Background: an optimization exercise with open tools, aiming at small area and a short achievable clock period. Do not read the settings as production practice. The RTL was checked by simulation tests, not by an equivalence proof against the original design. No activity file was given, so power comes from the tool's default toggle rates.

==> flow/design.v (excerpt) <==
module PRBS31_Seed_Checker(
    input clock,
    input reset,
    input pulse,
    input [3:0] channel,
    input [15:0] injectErrorCount,
    input [31:0] DataIn,
    output [17:0] shortErrorCount,
    output [127+128:0] dataOut
    );
For scale: about 3100 cells after synthesis, roughly 30000 µm² of cells after synthesis.
Settings: LEC_CHECK=0, CAP_MARGIN=20, CORE_MARGIN=2, CORE_UTILIZATION=40, PLACE_DENSITY=0.6, SETUP_SLACK_MARGIN=1.0, SLEW_MARGIN=20, SYNTH_HIERARCHICAL=1, SYNTH_MINIMUM_KEEP_SIZE=0; clock period 25.0 ns.
run.sh (not shown) runs the stock make flow with config.mk's settings and CLKGATE_MAP_FILE= SYNTH_SCRIPT=/design/flow/synth_recipe.tcl, a recipe that flattens the netlist after the stock synthesis.
The first run completed without violations.
==> next run, changes <==
==> flow/flow/run.sh (new file) <==
#!/bin/bash
# Layout flow: the standard synthesis unchanged, then the standard layout
# with timing repair aimed at a tighter setup margin (the SDC is unchanged).
set -euo pipefail
bash standard.sh synth > synth.log 2>&1
bash standard.sh SETUP_SLACK_MARGIN=17 finish > layout.log 2>&1
==> flow/standard.sh (new file) <==
#!/bin/bash
# synth_recipe.tcl (not shown) runs the flow's synth.tcl, then flattens the netlist and writes it again
# the make line also repeats each setting of config.mk as NAME=value (left out here)
make -C /OpenROAD-flow-scripts/flow DESIGN_CONFIG=/design/flow/config.mk WORK_HOME=/design/flow/orfs CLKGATE_MAP_FILE= SYNTH_SCRIPT=/design/flow/synth_recipe.tcl "${@:-finish}"
removed: flow/run.sh
Effect: The new run completed with no timing, DRC or antenna violations; total power is higher by 2.8%; first-iteration DRC count is lower by 4.0%; worst hold slack gets better by 0.0098 ns; worst setup slack improves by 1.6 ns; utilization increases by 0.95 points; register-to-register slack loses 0.05 ns; sequential share of layout area is lower by 0.49 points; synthesized area does not change; count of clock-buffer cells in the layout fell by 6; global-route usage grows by 1.2 points.
==> next run, changes <==
--- a/flow/flow/run.sh
+++ b/flow/flow/run.sh
@@ -6 +6 @@
-bash standard.sh SETUP_SLACK_MARGIN=17 finish > layout.log 2>&1
+bash standard.sh SETUP_SLACK_MARGIN=19 finish > layout.log 2>&1
Outcome:
- first-iteration DRC count went down by roughly a tenth
- routed wire length increases slightly
- cell area came out higher by a little under a tenth
- setup slack improved by 0.42 ns
- clock skew climbs by 0.0048 ns
- die area stays the same

PRBS31_Seed_Checker, a different RTL version from the one above (not shown whole).
For scale: ~3,100 cells after synthesis, roughly 330 I/O pins, roughly 0.030 mm2 of cells after synthesis.
Settings: LEC_CHECK=0, CAP_MARGIN=20, CORE_MARGIN=2, CORE_UTILIZATION=40, PLACE_DENSITY=0.6, SETUP_SLACK_MARGIN=1.0, SLEW_MARGIN=20, SYNTH_HIERARCHICAL=1, SYNTH_MINIMUM_KEEP_SIZE=0; clock period 25.0 ns.
standard.sh (not shown) runs the stock make flow with config.mk's settings and CLKGATE_MAP_FILE= SYNTH_SCRIPT=/design/flow/synth_recipe.tcl, a recipe that flattens the netlist after the stock synthesis.
==> flow/flow/run.sh <==
#!/bin/bash
# Layout flow: the standard synthesis unchanged, then the standard layout
# with smaller port buffers and clock buffers, synthesis buffers removed, and
# timing repair aimed at a tighter setup margin (the SDC is unchanged).
set -euo pipefail
bash standard.sh synth > synth.log 2>&1
bash standard.sh SETUP_SLACK_MARGIN=18.5 REMOVE_ABC_BUFFERS=1 \
  "BUFFER_PORTS_ARGS=-buffer_cell sky130_fd_sc_hd__buf_1" \
  CTS_BUF_LIST=sky130_fd_sc_hd__clkbuf_8 finish > layout.log 2>&1
Rerun with:
--- a/flow/flow/run.sh
+++ b/flow/flow/run.sh
@@ -6,3 +6,3 @@
 bash standard.sh synth > synth.log 2>&1
-bash standard.sh SETUP_SLACK_MARGIN=18.5 REMOVE_ABC_BUFFERS=1 \
+bash standard.sh SETUP_SLACK_MARGIN=18 REMOVE_ABC_BUFFERS=1 \
   "BUFFER_PORTS_ARGS=-buffer_cell sky130_fd_sc_hd__buf_1" \
The new run ran to the end with no violations.
First-iteration DRC count decreases by 1.6%.
Total power is lower by 1.6%.
Routed wire length came out lower by 0.82%.
Rerun with:
==> flow/flow/run.sh (replaced) <==
#!/bin/bash
# Layout flow: the standard synthesis unchanged, then the standard layout
# with smaller port buffers and clock buffers, synthesis buffers removed,
# free gate sizing, and timing repair aimed at a tighter setup margin (the
# SDC is unchanged).
set -euo pipefail
bash standard.sh synth > synth.log 2>&1
bash standard.sh SETUP_SLACK_MARGIN=19 REMOVE_ABC_BUFFERS=1 MATCH_CELL_FOOTPRINT=0 \
  "BUFFER_PORTS_ARGS=-buffer_cell sky130_fd_sc_hd__buf_1" \
  CTS_BUF_LIST=sky130_fd_sc_hd__clkbuf_8 finish > layout.log 2>&1
=> Global-route usage rose by 1.2 points. Non-clock buffer count grows by 134. Final cell count rose by 3.0%. Wire length rises by 4.2%. Synthesized area stays the same. Combinational power came out higher by 8.6%. Via count rises by 4.0%. Worst setup slack loses 0.0074 ns.
Rerun with:
==> flow/flow/run.sh (replaced) <==
#!/bin/bash
# Layout flow: the standard synthesis unchanged, then the standard layout
# with smaller port buffers and clock buffers, synthesis buffers removed, and
# timing repair aimed at a tighter setup margin (the SDC is unchanged).
set -euo pipefail
bash standard.sh synth > synth.log 2>&1
bash standard.sh SETUP_SLACK_MARGIN=18 REMOVE_ABC_BUFFERS=1 \
  "BUFFER_PORTS_ARGS=-buffer_cell sky130_fd_sc_hd__buf_1" \
  CTS_BUF_LIST=sky130_fd_sc_hd__clkbuf_8 finish > layout.log 2>&1
Settings changed: CORE_UTILIZATION 40 to 65, PLACE_DENSITY 0.6 to 0.8.
- die area drops by 38%
- clock skew climbs by 0.011 ns
- final cell count drops by about 11%
- power drops by 3.8%
Rerun with:
==> flow/flow/run.sh (replaced) <==
#!/bin/bash
# Layout flow: the standard synthesis unchanged, then the standard layout
# with smaller port buffers, synthesis buffers removed, and timing repair
# aimed at a tighter setup margin (the SDC is unchanged).
set -euo pipefail
bash standard.sh synth > synth.log 2>&1
bash standard.sh SETUP_SLACK_MARGIN=18 REMOVE_ABC_BUFFERS=1 \
  "BUFFER_PORTS_ARGS=-buffer_cell sky130_fd_sc_hd__buf_1" finish > layout.log 2>&1
Settings changed: CORE_UTILIZATION 65 to 40, CTS_CLUSTER_DIAMETER set to 60, CTS_CLUSTER_SIZE set to 20, PLACE_DENSITY 0.8 to 0.6.
=> First-iteration DRC count falls by well over a third. Setup slack improves by 0.26 ns. Core utilization falls by 29 points. Via count falls by roughly a tenth. Routed wire length rises by a little under a tenth. Cell area rises slightly. Count of clock-buffer cells in the layout falls by 40. Cell count rises by a little under a tenth.
Rerun with:
==> flow/flow/run.sh (replaced) <==
#!/bin/bash
# Layout flow: the standard synthesis unchanged, then the standard layout
# with smaller port buffers and clock buffers, synthesis buffers removed,
# free gate sizing, and timing repair aimed at a tighter setup margin (the
# SDC is unchanged).
set -euo pipefail
bash standard.sh synth > synth.log 2>&1
bash standard.sh SETUP_SLACK_MARGIN=18 REMOVE_ABC_BUFFERS=1 MATCH_CELL_FOOTPRINT=0 \
  "BUFFER_PORTS_ARGS=-buffer_cell sky130_fd_sc_hd__buf_1" \
  CTS_BUF_LIST=sky130_fd_sc_hd__clkbuf_8 finish > layout.log 2>&1
Settings changed: CTS_CLUSTER_DIAMETER 60 to unset, CTS_CLUSTER_SIZE 20 to unset.
Outcome: The new run finished clean; worst setup slack gains 0.026 ns; power goes up by about 3.3%; cell count went up by about 1.2%; wire length rose by 0.41%; count of clock-buffer cells in the layout increases by 47; cell area went up by 0.34%; non-clock buffer count goes down by 12; sequential power hardly moves; critical path depth shrinks by 2; first-iteration DRC count went down by 4.0%; area after synthesis stays the same.

## red
Starting RTL as in the previous note.
Settings: LEC_CHECK=0, CAP_MARGIN=20, CORE_MARGIN=2, CORE_UTILIZATION=40, PLACE_DENSITY=0.6, SETUP_SLACK_MARGIN=1.0, SLEW_MARGIN=20, SYNTH_HIERARCHICAL=1, SYNTH_MINIMUM_KEEP_SIZE=0; clock period 25.0 ns.
==> flow/flow/run.sh <==
#!/bin/bash
# Layout flow: the standard synthesis unchanged, then the standard layout
# with smaller port buffers and clock buffers, no clock-tree dummy loads,
# synthesis buffers removed, and timing repair aimed at a tighter setup
# margin (the SDC is unchanged).
set -euo pipefail
bash standard.sh synth > synth.log 2>&1
bash standard.sh SETUP_SLACK_MARGIN=18 REMOVE_ABC_BUFFERS=1 \
  "BUFFER_PORTS_ARGS=-buffer_cell sky130_fd_sc_hd__buf_1" \
  "CTS_ARGS=-sink_clustering_enable -repair_clock_nets -dont_use_dummy_load -buf_list sky130_fd_sc_hd__clkbuf_8" \
  finish > layout.log 2>&1
#### Input delta (blue over red)
- a change of PLACE_DENSITY from 0.6 to 0.7
- a change of CORE_UTILIZATION from 40 to 50
==> flow/flow/run.sh <==
#!/bin/bash
# Layout flow: the standard synthesis unchanged, then the standard layout
# with smaller port buffers and clock buffers, synthesis buffers removed, and
# timing repair aimed at a tighter setup margin (the SDC is unchanged).
set -euo pipefail
bash standard.sh synth > synth.log 2>&1
bash standard.sh SETUP_SLACK_MARGIN=18 REMOVE_ABC_BUFFERS=1 \
  "BUFFER_PORTS_ARGS=-buffer_cell sky130_fd_sc_hd__buf_1" \
  CTS_BUF_LIST=sky130_fd_sc_hd__clkbuf_8 finish > layout.log 2>&1
==> comparison <==
Min count of non-filler cells in the finished layout across red and blue: blue. Fmax (blue over red): increase, 0.56%. Looking at per-cell via count in the routed design, blue sits above red. Termination of the worst setup path: R[13] -> blue, R[12] -> red. Compared with red, blue shows a lower area of placed instances.
What green does differently from blue at the input level:
- setting GPL_TIMING_DRIVEN to 0 for the first time
- changing CORE_UTILIZATION from 50 to 40
- changing PLACE_DENSITY from 0.7 to 0.6
==> summary.txt <==
green went all the way through the flow, and no timing, DRC or antenna check failed.
green against blue: growth of design area from synthesis to finish saw little to no change; maximum frequency dropped about 0.7%; total via count after detailed routing went down about 4%; cell count grew by 82; portion of total power attributed to sequential cells down 1.2 points.
The cell with the biggest individual delay on the critical path comes out sky130_fd_sc_hd__nor2_1 in one run and sky130_fd_sc_hd__xor2_4 in the other, namely in green and blue respectively.
Area of all placed cells without fillers: green vs blue, no meaningful difference
Diff green and blue: worst slew slack as a fraction of its limit lower in green
On green: power is 94 uW higher than what blue gave.
Here is what was changed in the inputs of orange compared with green.
- PLACE_DENSITY changed from 0.6 to 0.7
- GPL_TIMING_DRIVEN removed (was 0)
- CORE_UTILIZATION changed from 40 to 50
==> flow/flow/run.sh <==
#!/bin/bash
# Layout flow: the standard synthesis unchanged, then the standard layout
# with smaller port buffers and clock buffers, no clock-tree dummy loads,
# synthesis buffers removed, and timing repair aimed at a tighter setup
# margin (the SDC is unchanged).
set -euo pipefail
bash standard.sh synth > synth.log 2>&1
bash standard.sh SETUP_SLACK_MARGIN=18 REMOVE_ABC_BUFFERS=1 \
  "BUFFER_PORTS_ARGS=-buffer_cell sky130_fd_sc_hd__buf_1" \
  "CTS_ARGS=-sink_clustering_enable -repair_clock_nets -dont_use_dummy_load -buf_list sky130_fd_sc_hd__clkbuf_8" \
  finish > layout.log 2>&1
[summary]
In summary, orange completed successfully, with a layout that passed the timing, DRC and antenna checks.
Diff green -> orange: area of the multi-input gates decreased about 1.5%; highest clock rate essentially unchanged; switching part of the total increased 1.3 points.
orange improves on green in total power.
The global-route usage in orange sits 8.9 points above the value recorded for green.
[orange vs green] floorplan die area: lower in orange
Summary of the comparison: critical path depth is lower in orange, relative to green.
Diff green -> orange | global-route wire length before repair | down slightly
Modified inputs, purple compared to orange
- swapping 0.7 for 0.6 in PLACE_DENSITY
- swapping 50 for 40 in CORE_UTILIZATION
==> flow/flow/run.sh <==
#!/bin/bash
# Layout flow: the standard synthesis unchanged, then the standard layout
# with smaller port buffers and clock buffers, synthesis buffers removed, and
# timing repair aimed at a tighter setup margin (the SDC is unchanged).
set -euo pipefail
bash standard.sh synth > synth.log 2>&1
bash standard.sh SETUP_SLACK_MARGIN=19 REMOVE_ABC_BUFFERS=1 \
  "BUFFER_PORTS_ARGS=-buffer_cell sky130_fd_sc_hd__buf_1" \
  CTS_BUF_LIST=sky130_fd_sc_hd__clkbuf_8 finish > layout.log 2>&1
==> summary.txt <==
- [purple] largest fanout on the critical path rose 1 relative to orange
- [compare] base=orange new=purple: combinational cell fraction of total power -2.0 points, post-route worst hold slack +120 ps.
- purple ends up with lower met1 layer usage reported by global route than orange does.
- Layout-stage area growth over the synthesis result ends up higher on purple.
- Note that the combinational power recorded for orange amounts to 0.922 times the value seen in purple.
- Area: purple vs orange -> purple larger
- STATUS detailed-route wire length: purple loses against orange
- purple ended with every stage complete and zero timing, DRC or antenna violations.
- Across both runs, cell-internal power was higher for purple than for orange.

port drivers added, routing unchanged:
Ports are ideal in the flow. The routed layouts listed here were re-timed in OpenROAD. Step 1 sets driving cells, clkbuf_16 on the clock port and buf_2 on the other inputs (assumed; they add their load-dependent delay and slew). Step 2 times the ports against the registers' clock, not the clock port: input delays grow and output delays shrink by t, the midpoint of the rising clock arrivals with the driver on. Slacks: ideal / step 1 / step 2; pairs: ideal / step 1.
run | t (ns) | setup WS [ns] | pins driven straight from the clock port
the first run of note 1 | 0.663 | 15.532 / 15.573 / 14.910 | 1
the second run of note 1 | 0.679 | 17.135 / 17.177 / 16.498 | 1
the third run of note 1 | 0.685 | 17.553 / 17.575 / 16.890 | 1
the first run of note 2 | 0.747 | 18.061 / 18.061 / 17.331 | 1
the second run of note 2 | 0.748 | 18.081 / 18.105 / 17.373 | 1
the third run of note 2 | 0.765 | 18.073 / 18.089 / 17.324 | 1
the fourth run of note 2 | 0.752 | 17.742 / 17.743 / 17.030 | 1
the fifth run of note 2 | 0.646 | 18.005 / 18.008 / 17.362 | 1
the sixth run of note 2 | 0.751 | 18.031 / 18.052 / 17.320 | 1
red | 0.719 | 18.001 / 18.018 / 17.300 | 1
blue | 0.738 | 18.040 / 18.084 / 17.345 | 1
green | 0.742 | 17.989 / 17.989 / 17.322 | 1
orange | 0.726 | 18.010 / 18.052 / 17.325 | 1
purple | 0.759 | 18.065 / 18.065 / 17.329 | 1
After both steps setup and hold are still met in every run listed. The setup slack of the third run of note 2, which loses most, moves by +0.016 ns with the drivers and by -0.749 ns with both steps.
